Source: an optimization exercise on an open RTL-to-GDS flow (aim: small area, a short achievable clock period and few clock cycles per item). Production flows keep margins and buffers that such runs may drop.
In this exercise RTL edits were held to simulation tests only and were not proved equivalent to the original.

==> flow/design.v <==
`timescale 1ns / 1ps
module unsignedDiv #(parameter N = 32)
                    (input valid, CLK, RST,
                     input [N-1:0] divisor, dividend,
                     output reg ready,
                     output [N-1:0] quotient, remainder);
    localparam CW = $clog2(N);
    localparam S_WAIT = 2'd0, S_SHIFT = 2'd1, S_RUN = 2'd2;
    reg [1:0] st;
    reg [N-1:0] R, Q, D;
    reg [CW-1:0] cnt, la;
    assign quotient  = Q;
    assign remainder = R;
    function automatic [CW-1:0] lzc(input [N-1:0] x);
        reg [N-1:0] v;
        integer s;
        begin
            v = x;
            for (s = CW - 1; s >= 0; s = s - 1) begin
                lzc[s] = ~|(v >> (N - (1 << s)));
                if (lzc[s]) v = v << (1 << s);
            end
        end
    endfunction
    wire [N:0] bt;           
    genvar gi;
    assign bt[N] = 1'b0;
    generate for (gi = N - 1; gi >= 0; gi = gi - 1) begin : g_bt
        assign bt[gi] = bt[gi+1] | divisor[gi];
    end endgenerate
    wire bz = ~bt[0];
    wire quick = bz | ~|(dividend & ~bt[N:1]);
    wire [CW-1:0] diff = cnt - la;
    function automatic [N:0] psub(input [N-1:0] a, input [N-1:0] b);
        reg [N-1:0] p, g, G, P;
        integer l, i;
        begin
            p = a ^ ~b;
            g = a & ~b;
            G = g; P = p;
            G[0] = g[0] | p[0];      
            for (l = 0; (1 << l) < N; l = l + 1)
                for (i = 0; i < N; i = i + 1)
                    if ((i >> l) & 1) begin
                        G[i] = G[i] | (P[i] & G[((i >> l) << l) - 1]);
                        P[i] = P[i] & P[((i >> l) << l) - 1];
                    end
            psub[N] = G[N-1];                        
            psub[N-1:0] = p ^ {G[N-2:0], 1'b1};
        end
    endfunction
    wire [N:0] sub = psub(R, D);
    wire ge = sub[N];
    always @(posedge CLK or posedge RST) begin
        if (RST) begin
            ready <= 1'b1;
            st <= S_WAIT;
            R <= 0;
            Q <= 0;
        end else if (ready) begin
            if (valid) begin
                ready <= 1'b0;
                R <= dividend;
                Q <= {N{bz}};
                st <= quick ? S_WAIT : S_SHIFT;
            end
        end else begin
            case (st)
                S_WAIT: ready <= 1'b1;
                S_SHIFT: st <= S_RUN;
                default: begin
                    if (ge) R <= sub[N-1:0];
                    Q <= {Q[N-2:0], ge};
                    if (cnt == 0) ready <= 1'b1;
                end
            endcase
        end
    end
    always @(posedge CLK) begin
        if (ready) begin
            D <= divisor;
            cnt <= lzc(divisor);
            la <= lzc(dividend);
        end else if (st == S_SHIFT) begin
            D <= D << diff;
            cnt <= diff;
        end else begin
            D <= D >> 1;
            cnt <= cnt - 1'b1;
        end
    end
endmodule
make LEC_CHECK=0 CAP_MARGIN=20 CORE_MARGIN=2 CORE_UTILIZATION=40 SLEW_MARGIN=20 finish   # period 3.5 ns
run.sh (not shown) runs the stock make flow with config.mk's settings and CLKGATE_MAP_FILE= SYNTH_SCRIPT=/design/flow/synth_recipe.tcl, a recipe that flattens the netlist after the stock synthesis.
Testbench counts at the start, summed over its fixed seeds: cycles 19,213, items 2,400.
Change:
==> flow/design.v (replaced) <==
`timescale 1ns / 1ps
module unsignedDiv #(parameter N = 32)
                    (input valid, CLK, RST,
                     input [N-1:0] divisor, dividend,
                     output reg ready,
                     output [N-1:0] quotient, remainder);
    localparam CW = $clog2(N);
    localparam S_WAIT = 2'd0, S_SHIFT = 2'd1, S_RUN = 2'd2;
    reg [1:0] st;
    reg [N-1:0] R, Q, D;
    reg [CW-1:0] sh, cnt;
    assign quotient  = Q;
    assign remainder = R;
    function automatic [CW:0] lzc(input [N-1:0] x);
        integer i;
        begin
            lzc = N;
            for (i = 0; i < N; i = i + 1)
                if (x[i]) lzc = N - 1 - i;
        end
    endfunction
    wire [CW:0] lza = lzc(dividend);
    wire [CW:0] lzb = lzc(divisor);
    wire bz = lzb[CW];
    wire quick = bz | (lza > lzb);
    wire [CW:0] diff = lzb - lza;
    wire [N:0] sub = {1'b0, R} - {1'b0, D};
    wire ge = ~sub[N];
    always @(posedge CLK or posedge RST) begin
        if (RST) begin
            ready <= 1'b1;
            st <= S_WAIT;
            R <= 0;
            Q <= 0;
        end else if (ready) begin
            if (valid) begin
                ready <= 1'b0;
                R <= dividend;
                Q <= {N{bz}};
                st <= quick ? S_WAIT : S_SHIFT;
            end
        end else begin
            case (st)
                S_WAIT: ready <= 1'b1;
                S_SHIFT: st <= S_RUN;
                default: begin
                    if (ge) R <= sub[N-1:0];
                    Q <= {Q[N-2:0], ge};
                    if (cnt == 0) ready <= 1'b1;
                end
            endcase
        end
    end
    always @(posedge CLK) begin
        if (ready) begin
            D <= divisor;
            sh <= diff[CW-1:0];
            cnt <= diff[CW-1:0];
        end else if (st == S_SHIFT) begin
            D <= D << sh;
        end else begin
            D <= D >> 1;
            cnt <= cnt - 1'b1;
        end
    end
endmodule
=> Fmax decreases by 2.9%; flip-flop and latch count is unchanged; sequential share of layout area goes down by 1.0 points; first-iteration DRC count went down by 20%; via count grows by 4.2%.
Testbench counts after the change, summed over its fixed seeds: cycles 19,213, items 2,400.

the baseline:
unsignedDiv again, from the RTL that the note above started with.
==> module unsignedDiv, before the edit <==
module unsignedDiv #(parameter N = 32)
                    (input valid, CLK, RST,
                     input [N-1:0] divisor, dividend,
                     output reg ready,
                     output [N-1:0] quotient, remainder);
    localparam CW = $clog2(N);
    localparam S_WAIT = 2'd0, S_SHIFT = 2'd1, S_RUN = 2'd2;
    reg [1:0] st;
    reg [N-1:0] R, Q, D;
    reg [CW-1:0] cnt, la;
    assign quotient  = Q;
    assign remainder = R;
    function automatic [CW-1:0] lzc(input [N-1:0] x);
        reg [N-1:0] v;
        integer s;
        begin
            v = x;
            for (s = CW - 1; s >= 0; s = s - 1) begin
                lzc[s] = ~|(v >> (N - (1 << s)));
                if (lzc[s]) v = v << (1 << s);
            end
        end
    endfunction
    wire [N:0] bt;           
    genvar gi;
    assign bt[N] = 1'b0;
    generate for (gi = N - 1; gi >= 0; gi = gi - 1) begin : g_bt
        assign bt[gi] = bt[gi+1] | divisor[gi];
    end endgenerate
    wire bz = ~bt[0];
    wire quick = bz | ~|(dividend & ~bt[N:1]);
    wire [CW-1:0] diff = cnt - la;
    function automatic [N:0] psub(input [N-1:0] a, input [N-1:0] b);
        reg [N-1:0] p, g, G, P;
        integer l, i;
        begin
            p = a ^ ~b;
            g = a & ~b;
            G = g; P = p;
            G[0] = g[0] | p[0];      
            for (l = 0; (1 << l) < N; l = l + 1)
                for (i = 0; i < N; i = i + 1)
                    if ((i >> l) & 1) begin
                        G[i] = G[i] | (P[i] & G[((i >> l) << l) - 1]);
                        P[i] = P[i] & P[((i >> l) << l) - 1];
                    end
            psub[N] = G[N-1];                        
            psub[N-1:0] = p ^ {G[N-2:0], 1'b1};
        end
    endfunction
    wire [N:0] sub = psub(R, D);
    wire ge = sub[N];
    always @(posedge CLK or posedge RST) begin
        if (RST) begin
            ready <= 1'b1;
            st <= S_WAIT;
            R <= 0;
            Q <= 0;
        end else if (ready) begin
            if (valid) begin
                ready <= 1'b0;
                R <= dividend;
                Q <= {N{bz}};
                st <= quick ? S_WAIT : S_SHIFT;
            end
        end else begin
            case (st)
                S_WAIT: ready <= 1'b1;
                S_SHIFT: st <= S_RUN;
                default: begin
                    if (ge) R <= sub[N-1:0];
                    Q <= {Q[N-2:0], ge};
                    if (cnt == 0) ready <= 1'b1;
                end
            endcase
        end
    end
    always @(posedge CLK) begin
        if (ready) begin
            D <= divisor;
            cnt <= lzc(divisor);
            la <= lzc(dividend);
        end else if (st == S_SHIFT) begin
            D <= D << diff;
            cnt <= diff;
        end else begin
            D <= D >> 1;
            cnt <= cnt - 1'b1;
        end
    end
endmodule
Settings: LEC_CHECK=0, ABC_AREA=1, CAP_MARGIN=0, CORE_MARGIN=2, CORE_UTILIZATION=70, SETUP_SLACK_MARGIN=0.8, SLEW_MARGIN=0; clock period 3.5 ns.
standard.sh (not shown) runs the stock make flow with config.mk's settings and CLKGATE_MAP_FILE= SYNTH_SCRIPT=/design/flow/synth_recipe.tcl, a recipe that flattens the netlist after the stock synthesis.
==> flow/flow/run.sh <==
#!/bin/bash
set -euo pipefail
export BUFFER_PORTS_ARGS="-buffer_cell sky130_fd_sc_hd__buf_1"
bash standard.sh finish > standard_flow.log 2>&1
Testbench counts of the baseline, summed over its fixed seeds: cycles 19,213, items 2,400.
For the candidate, these inputs were changed with respect to the baseline:
==> flow/design.v <==
`timescale 1ns / 1ps
module unsignedDiv #(parameter N = 32)
                    (input valid, CLK, RST,
                     input [N-1:0] divisor, dividend,
                     output reg ready,
                     output [N-1:0] quotient, remainder);
    localparam CW = $clog2(N);
    reg run;                 
    reg [N-1:0] R, Q, D;
    reg [CW-1:0] cnt, la;
    assign quotient  = Q;
    assign remainder = R;
    function automatic [CW-1:0] lzc(input [N-1:0] x);
        reg [N-1:0] v;
        integer s;
        begin
            v = x;
            for (s = CW - 1; s >= 0; s = s - 1) begin
                lzc[s] = ~|(v >> (N - (1 << s)));
                if (lzc[s]) v = v << (1 << s);
            end
        end
    endfunction
    wire [CW:0] diff = {1'b0, cnt} - {1'b0, la};
    wire quick = diff[CW] | Q[0];
    function automatic [N:0] psub(input [N-1:0] a, input [N-1:0] b);
        reg [N-1:0] p, g, G, P;
        integer l, i;
        begin
            p = a ^ ~b;
            g = a & ~b;
            G = g; P = p;
            G[0] = g[0] | p[0];      
            for (l = 0; (1 << l) < N; l = l + 1)
                for (i = 0; i < N; i = i + 1)
                    if ((i >> l) & 1) begin
                        G[i] = G[i] | (P[i] & G[((i >> l) << l) - 1]);
                        P[i] = P[i] & P[((i >> l) << l) - 1];
                    end
            psub[N] = G[N-1];                        
            psub[N-1:0] = p ^ {G[N-2:0], 1'b1};
        end
    endfunction
    wire [N:0] sub = psub(R, D);
    wire ge = sub[N];
    always @(posedge CLK or posedge RST) begin
        if (RST) begin
            ready <= 1'b1;
            run <= 1'b0;
            R <= 0;
            Q <= 0;
        end else if (ready) begin
            if (valid) begin
                ready <= 1'b0;
                run <= 1'b0;
                R <= dividend;
                Q <= {N{~|divisor}};
            end
        end else if (!run) begin
            if (quick) ready <= 1'b1;
            else run <= 1'b1;
        end else begin
            if (ge) R <= sub[N-1:0];
            Q <= {Q[N-2:0], ge};
            if (cnt == 0) ready <= 1'b1;
        end
    end
    always @(posedge CLK) begin
        if (ready) begin
            D <= divisor;
            cnt <= lzc(divisor);
            la <= lzc(dividend);
        end else if (!run) begin
            D <= D << diff[CW-1:0];
            cnt <= diff[CW-1:0];
        end else begin
            D <= D >> 1;
            cnt <= cnt - 1'b1;
        end
    end
endmodule
--- outcome ---
Area growth from synthesis to layout (the candidate over the baseline): decrease, 0.72 points. Taking the baseline as the reference, in the candidate net count of the mapped netlist decreased by 5.0% relative to the old numbers; number of fillers in the final layout saw a decrease. Of the baseline and the candidate, the higher count of state elements after synthesis belongs to the baseline. Synthesized area, the baseline and the candidate: higher on the baseline. Looking at beginning of the critical path, the la[0] result is from the baseline; the cnt[0] one comes from the candidate. Final cell area: the candidate below the baseline. From the baseline to the candidate the numbers moved as follows: met1 track utilization from global routing higher; die area shows a reduction of about 3.2%; global-route usage grew by 1.7 points.
Testbench counts of the candidate, summed over its fixed seeds: cycles 19,213, items 2,400.

-- re-timing with driven ports --
No port has a modelled driver above. Below, the same layouts with a new extraction and two added sets of constraints. Step 1: set_driving_cell puts a clkbuf_16 on CLK and a buf_2 on each other input, an assumption about the parent block. Step 2 adds t to the input delays and takes it off the output delays; t is the mean of the earliest and latest rising clock arrival at the registers after step 1. Input paths then give back, and output paths get back, about the clock's delay inside the block. a / b / c = ideal / step 1 / step 2; a / b = the first two.
run | t (ns) | setup WS [ns] | slew at the worst register clock pin (ns) | pins driven straight from the clock port
the first run of note 1 | 0.410 | 0.221 / 0.221 / -0.078 | 0.09 / 0.09 | 1
the second run of note 1 | 0.409 | 0.122 / 0.151 / -0.258 | 0.08 / 0.08 | 1
the baseline | 0.411 | 0.780 / 0.780 / 0.491 | 0.09 / 0.09 | 1
the candidate | 0.410 | 0.746 / 0.746 / 0.550 | 0.09 / 0.09 | 1
With both steps, setup timing fails in the first run of note 1 and the second run of note 1, where it was met with ideal ports. For the second run of note 1, which loses most, drivers alone change the setup slack by +0.029 ns; drivers and shift together by -0.380 ns.
